What follows belongs to an exercise in optimizing a design on an open flow for small area; a production flow would make more cautious choices.
Only simulation tests tie the RTL to the original design; equivalence was not proved.
The flow treats the clock pin as an ideal source, which a real chip does not have.
Power and IR drop assume default switching activity.

## before
Design axi_stream_insert_header, start of the top module:
module axi_stream_insert_header #(
    parameter DATA_WD = 32,
    parameter DATA_BYTE_WD = DATA_WD / 8,
    parameter BYTE_CNT_WD = $clog2(DATA_BYTE_WD)
) (
    input clk,
    input rst_n,
    input valid_in,
    input [DATA_WD-1 : 0] data_in,
    input [DATA_BYTE_WD-1 : 0] keep_in,
    input last_in,
    output ready_in,
    output valid_out,
    output [DATA_WD-1 : 0] data_out,
    output [DATA_BYTE_WD-1 : 0] keep_out,
    output last_out,
    input ready_out,
    input valid_insert,
    input [DATA_WD-1 : 0] header_insert,
    input [DATA_BYTE_WD-1 : 0] keep_insert,
    input [BYTE_CNT_WD : 0] byte_insert_cnt,
    output ready_insert
);
For scale: ~770 cells after synthesis, about 190 flip-flops, about 120 I/O pins, roughly 7900 µm² of cells after synthesis.
==> module axi_stream_insert_header, before the edit <==
module axi_stream_insert_header #(
    parameter DATA_WD = 32,
    parameter DATA_BYTE_WD = DATA_WD / 8,
    parameter BYTE_CNT_WD = $clog2(DATA_BYTE_WD)
) (
    input clk,
    input rst_n,
    input valid_in,
    input [DATA_WD-1 : 0] data_in,
    input [DATA_BYTE_WD-1 : 0] keep_in,
    input last_in,
    output ready_in,
    output valid_out,
    output [DATA_WD-1 : 0] data_out,
    output [DATA_BYTE_WD-1 : 0] keep_out,
    output last_out,
    input ready_out,
    input valid_insert,
    input [DATA_WD-1 : 0] header_insert,
    input [DATA_BYTE_WD-1 : 0] keep_insert,
    input [BYTE_CNT_WD : 0] byte_insert_cnt,
    output ready_insert
);
reg  [1:0] st;
wire s_idle = ~st[1] & ~st[0];
wire s_hdr  = ~st[1] &  st[0];
wire s_io   =  st[1] &  st[0];
wire s_wait =  st[1] & ~st[0];
reg        v3;
reg  [31:0] mem0, mem1, mem2, mem3;
reg  [1:0] cnt_lo;
reg  [2:0] cnt_hi;
wire [4:0] cnt_in = {cnt_hi, cnt_lo};
reg  [4:0] cnt_out;
reg  [2:0] bict;
reg  [3:0] kl;
reg  [31:0] dreg;
reg  [3:0] kk;
reg        lreg;
assign ready_in     = st[0];
assign ready_insert = s_idle;
assign valid_out    = s_io;
assign data_out     = dreg;
assign last_out     = lreg;
wire ain0 = (cnt_lo == 2'd3);
wire ain1 = (cnt_lo == 2'd0);
wire ain2 = (cnt_lo == 2'd1);
wire ain3 = (cnt_lo == 2'd2);
wire hacc = valid_insert & s_idle;
wire hs   = hacc & ain0;
wire we   = valid_in & st[0];
wire load = ready_out & (s_io | (s_hdr & ain3) | (s_wait & valid_in));
function incf;
    input [3:0] k;
    input [2:0] c;
    reg t1, t2, t3, t4;
begin
    t1 = k[0] | k[1] | k[2] | k[3];
    t2 = (k[0] & (k[1] | k[2] | k[3])) | (k[1] & (k[2] | k[3])) | (k[2] & k[3]);
    t3 = (k[0] & k[1] & (k[2] | k[3])) | (k[2] & k[3] & (k[0] | k[1]));
    t4 = k[0] & k[1] & k[2] & k[3];
    case (c)
        3'd0: incf = 1'b0;
        3'd1: incf = t4;
        3'd2: incf = t3;
        3'd3: incf = t2;
        3'd4: incf = t1;
        default: incf = 1'b1;
    endcase
end
endfunction
wire inc = incf(kl, bict);
wire [4:0] cnt_out_p1 = cnt_out + 5'd1;
wire [4:0] dif = cnt_in - cnt_out;
wire match = inc ? (dif == 5'd0) : (dif == 5'd1);
wire last_nx = s_io & ready_out & match;
wire [2:0] s = byte_insert_cnt;
wire [4:0] sd = {s == 3'd4, s == 3'd3, s == 3'd2, s == 3'd1, s == 3'd0};
wire s_big = ~|sd;
wire inc_nx = (we & last_in) ? incf(keep_in, bict) : inc;
wire [7:0] kw;
assign kw[3:0] = kl & {4{~inc_nx}};
wire [3:0] kwin;
genvar b, i, k;
generate
    for (b = 0; b < 4; b = b + 1) begin : g_kw
        aoi_sel2 u_kh (.e({inc_nx, ~inc_nx}), .d({kl[b], kk[b]}), .y(kw[b+4]));
        aoi_sel5 u_kw (.e(sd), .d(kw[b+4:b]), .y(kwin[b]));
    end
endgenerate
assign keep_out = lreg ? kk : {4{inc}};
wire [1:0] a = cnt_out[1:0];
wire sz = sd[0];
wire [2:0] q = {1'b0, a} + {2'b00, sz};
wire q0 = (q == 3'd0);
wire q1 = (q == 3'd1);
wire q2 = (q == 3'd2);
wire q3 = (q == 3'd3);
wire vlo = ~s_big & (q0 | q1 | q2 | (q3 & v3));
wire vhi = ~s_big & (q0 | q1 | (q2 & v3));
wire [3:0] rs = {sd[1], sd[2], sd[3], sd[0] | sd[4]};
wire [31:0] wlo;
wire [23:0] whi;
wire [55:0] t = {wlo, whi};
wire [31:0] dnx;
wire we0 = we & ain0;
wire we1 = we & ain1;
wire we2 = we & ain2;
wire we3 = we & ain3;
wire [31:0] mem0_d, mem1_d, mem2_d, mem3_d;
generate
    for (b = 0; b < 32; b = b + 1) begin : g_bit
        aoi_sel4 u_lo (.e({q3, q2, q1, q0}), .d({mem3[b], mem2[b], mem1[b], mem0[b]}), .y(wlo[b]));
        aoi_sel3 u_w0 (.e({hs, we0, ~(hs | we0)}), .d({header_insert[b], data_in[b], mem0[b]}), .y(mem0_d[b]));
        aoi_sel2 u_w1 (.e({we1, ~we1}), .d({data_in[b], mem1[b]}), .y(mem1_d[b]));
        aoi_sel2 u_w2 (.e({we2, ~we2}), .d({data_in[b], mem2[b]}), .y(mem2_d[b]));
        aoi_sel2 u_w3 (.e({we3, ~we3}), .d({data_in[b], mem3[b]}), .y(mem3_d[b]));
    end
    for (b = 8; b < 32; b = b + 1) begin : g_hi
        aoi_sel3 u_hi (.e({~q0 & ~q1, q1, q0}), .d({mem3[b], mem2[b], mem1[b]}), .y(whi[b-8]));
    end
    for (i = 0; i < 4; i = i + 1) begin : g_out
        wire [3:0] e;
        for (k = 0; k < 4; k = k + 1) begin : g_sel
            assign e[k] = load & rs[k] & ((i + k < 4) ? vlo : vhi);
        end
        for (b = 0; b < 8; b = b + 1) begin : g_ob
            aoi_sel5 u_o (.e({~load, e}),
                          .d({dreg[31-8*i-b], t[55-8*(i+3)-b], t[55-8*(i+2)-b], t[55-8*(i+1)-b], t[55-8*i-b]}),
                          .y(dnx[31-8*i-b]));
        end
    end
endgenerate
always @(posedge clk or negedge rst_n) begin
    if (!rst_n) begin
        st <= 2'b00;
        cnt_lo <= 2'b11;
        v3 <= 1'b0;
    end else begin
        case (st)
            2'b00: st <= valid_insert ? 2'b01 : 2'b00;
            2'b01: st <= ain3 ? (ready_out ? 2'b11 : 2'b10) : 2'b01;
            2'b10: st <= (valid_in & ready_out) ? 2'b11 : 2'b10;
            default: st <= lreg ? 2'b00 : 2'b11;
        endcase
        if (hs)
            cnt_lo <= 2'd0;
        else if (we)
            cnt_lo <= cnt_lo + 2'd1;
        if (we & ain3)
            v3 <= 1'b1;
    end
end
always @(posedge clk) begin
    mem0 <= mem0_d;
    mem1 <= mem1_d;
    mem2 <= mem2_d;
    mem3 <= mem3_d;
    if (hs)
        cnt_hi <= 3'd0;
    else if (we & (cnt_lo == 2'd3))
        cnt_hi <= cnt_hi + 3'd1;
    if (hs)
        kl <= 4'd0;
    else if (we & last_in)
        kl <= keep_in;
    if (hacc)
        bict <= byte_insert_cnt;
    cnt_out <= load ? cnt_out_p1 : 5'd0;
    lreg <= last_nx;
    dreg <= dnx;
    if (hacc)
        kk <= keep_insert;
    else if (last_nx)
        kk <= kwin;
end
endmodule
==> flow/config.mk <==
export PLATFORM = sky130hd
export DESIGN_NAME = axi_stream_insert_header
export DESIGN_NICKNAME = axi_stream_insert_header
export VERILOG_FILES = /design/flow/design.v
export SDC_FILE = /design/flow/constraint.sdc
export NUM_CORES = 4
export LEC_CHECK = 0
export CAP_MARGIN = 0
export CORE_MARGIN = 2
export CORE_UTILIZATION = 40
export GPL_ROUTABILITY_DRIVEN = 0
export PLACE_DENSITY = 0.8
export SLEW_MARGIN = 0
export SYNTH_HIERARCHICAL = 1
export SYNTH_MINIMUM_KEEP_SIZE = 0
==> flow/constraint.sdc <==
create_clock -name core_clock -period 5.5 [get_ports {clk}]
set_input_delay 1.1000 -clock core_clock [delete_from_list [all_inputs] [get_ports {clk}]]
set_output_delay 1.1000 -clock core_clock [all_outputs]
set_load 0.01 [all_outputs]
standard.sh (not shown) runs the stock make flow with config.mk's settings and CLKGATE_MAP_FILE= SYNTH_SCRIPT=/design/flow/synth_recipe.tcl, a recipe that flattens the netlist after the stock synthesis.
==> flow/flow/run.sh <==
#!/bin/bash
# Standard ORFS layout (the standard.sh, standard synthesis) with:
#  - plain buf_1 cells as the port buffers,
#  - CTS with clkbuf_8 and no dummy loads,
#  - a power-recovery resize after CTS (downsizes cells that have slack).
set -uo pipefail
here=$(pwd)
export BUFFER_PORTS_ARGS="-buffer_cell sky130_fd_sc_hd__buf_1"
export CTS_ARGS="-sink_clustering_enable -repair_clock_nets -dont_use_dummy_load -buf_list sky130_fd_sc_hd__clkbuf_8"
export POST_CTS_TCL="$here/flow/post_cts.tcl"
bash standard.sh finish > flow.log 2>&1
==> flow/flow/post_cts.tcl <==
# Downsize cells that have timing slack to spare, then re-legalize.
log_cmd repair_timing -recover_power 100 -verbose
log_cmd detailed_placement
check_placement -verbose
Relative to before, the following input files were edited for after:
--- a/flow/design.v
+++ b/flow/design.v
@@ -34,7 +34,8 @@
 reg  [4:0] cnt_out;
 reg  [2:0] bict;
+reg  [3:0] kit;
 reg  [3:0] kl;
 reg  [31:0] dreg;
-reg  [3:0] kk;
+reg  [3:0] kreg;
 reg        lreg;
 assign ready_in     = st[0];
@@ -72,6 +73,5 @@
 wire inc = incf(kl, bict);
 wire [4:0] cnt_out_p1 = cnt_out + 5'd1;
-wire [4:0] dif = cnt_in - cnt_out;
-wire match = inc ? (dif == 5'd0) : (dif == 5'd1);
+wire match = inc ? (cnt_out == cnt_in) : (cnt_out_p1 == cnt_in);
 wire last_nx = s_io & ready_out & match;
 wire [2:0] s = byte_insert_cnt;
@@ -85,9 +85,9 @@
 generate
     for (b = 0; b < 4; b = b + 1) begin : g_kw
-        aoi_sel2 u_kh (.e({inc_nx, ~inc_nx}), .d({kl[b], kk[b]}), .y(kw[b+4]));
+        aoi_sel2 u_kh (.e({inc_nx, ~inc_nx}), .d({kl[b], kit[b]}), .y(kw[b+4]));
         aoi_sel5 u_kw (.e(sd), .d(kw[b+4:b]), .y(kwin[b]));
     end
 endgenerate
-assign keep_out = lreg ? kk : {4{inc}};
+assign keep_out = lreg ? kreg : {4{inc}};
 wire [1:0] a = cnt_out[1:0];
 wire sz = sd[0];
@@ -165,13 +165,13 @@
     else if (we & last_in)
         kl <= keep_in;
-    if (hacc)
+    if (hacc) begin
         bict <= byte_insert_cnt;
+        kit <= keep_insert;
+    end
     cnt_out <= load ? cnt_out_p1 : 5'd0;
     lreg <= last_nx;
     dreg <= dnx;
-    if (hacc)
-        kk <= keep_insert;
-    else if (last_nx)
-        kk <= kwin;
+    if (last_nx)
+        kreg <= kwin;
 end
 endmodule
## What came out
after: no failed stages, no open violations at the end
On cell area: after sits above before.
| share of synthesized area spent on multiplexers | before vs after | ≈ equal |
Changes observed in after relative to before: total number of sequential cells climbed 4; synthesized netlist net count dropped 2.2%.
| total number of vias | after vs before | worse |
after vs before: antenna cell count up
Compared after against before; proportion of synthesized flip-flops having asynchronous set or reset within noise.
Of the two candidates, before has the better maximum frequency from static timing analysis and after the worse one.
Compared with before, after shows design internal power that has gone up slightly.
On length of the first detailed-routing pass in iterations: between after and before, it ends up lower for before.

## re-timing with driven ports
How much do the figures lean on ideal ports? The routed layouts below were timed once more, with nothing changed but the port constraints. Step 1 sets driving cells, clkbuf_16 on the clock port and buf_2 on the other inputs (assumed; they add their load-dependent delay and slew). Step 2 moves the port delays by t, midway between the first and last clock arrival at a register: inputs arrive t later, outputs are due t later. That takes back most of the time a late clock gives input paths. Three values: ideal ports, drivers, drivers and shift; two values: the first two.
| run | t (ns) | setup slack, ns | hold WS [ns] | worst setup path after step 2 | cell pins on the clock port's net |
|---|---|---|---|---|---|
| before | 0.491 | 1.455 / 1.468 / 0.977 | 0.478 / 0.478 / 0.478 | input to register | 1 |
| after | 0.500 | 1.038 / 1.053 / 0.553 | 0.483 / 0.483 / 0.483 | input to register | 1 |
After both steps setup and hold are still met in every run listed. The setup slack of after, which loses most, moves by +0.015 ns with the drivers and by -0.485 ns with both steps.
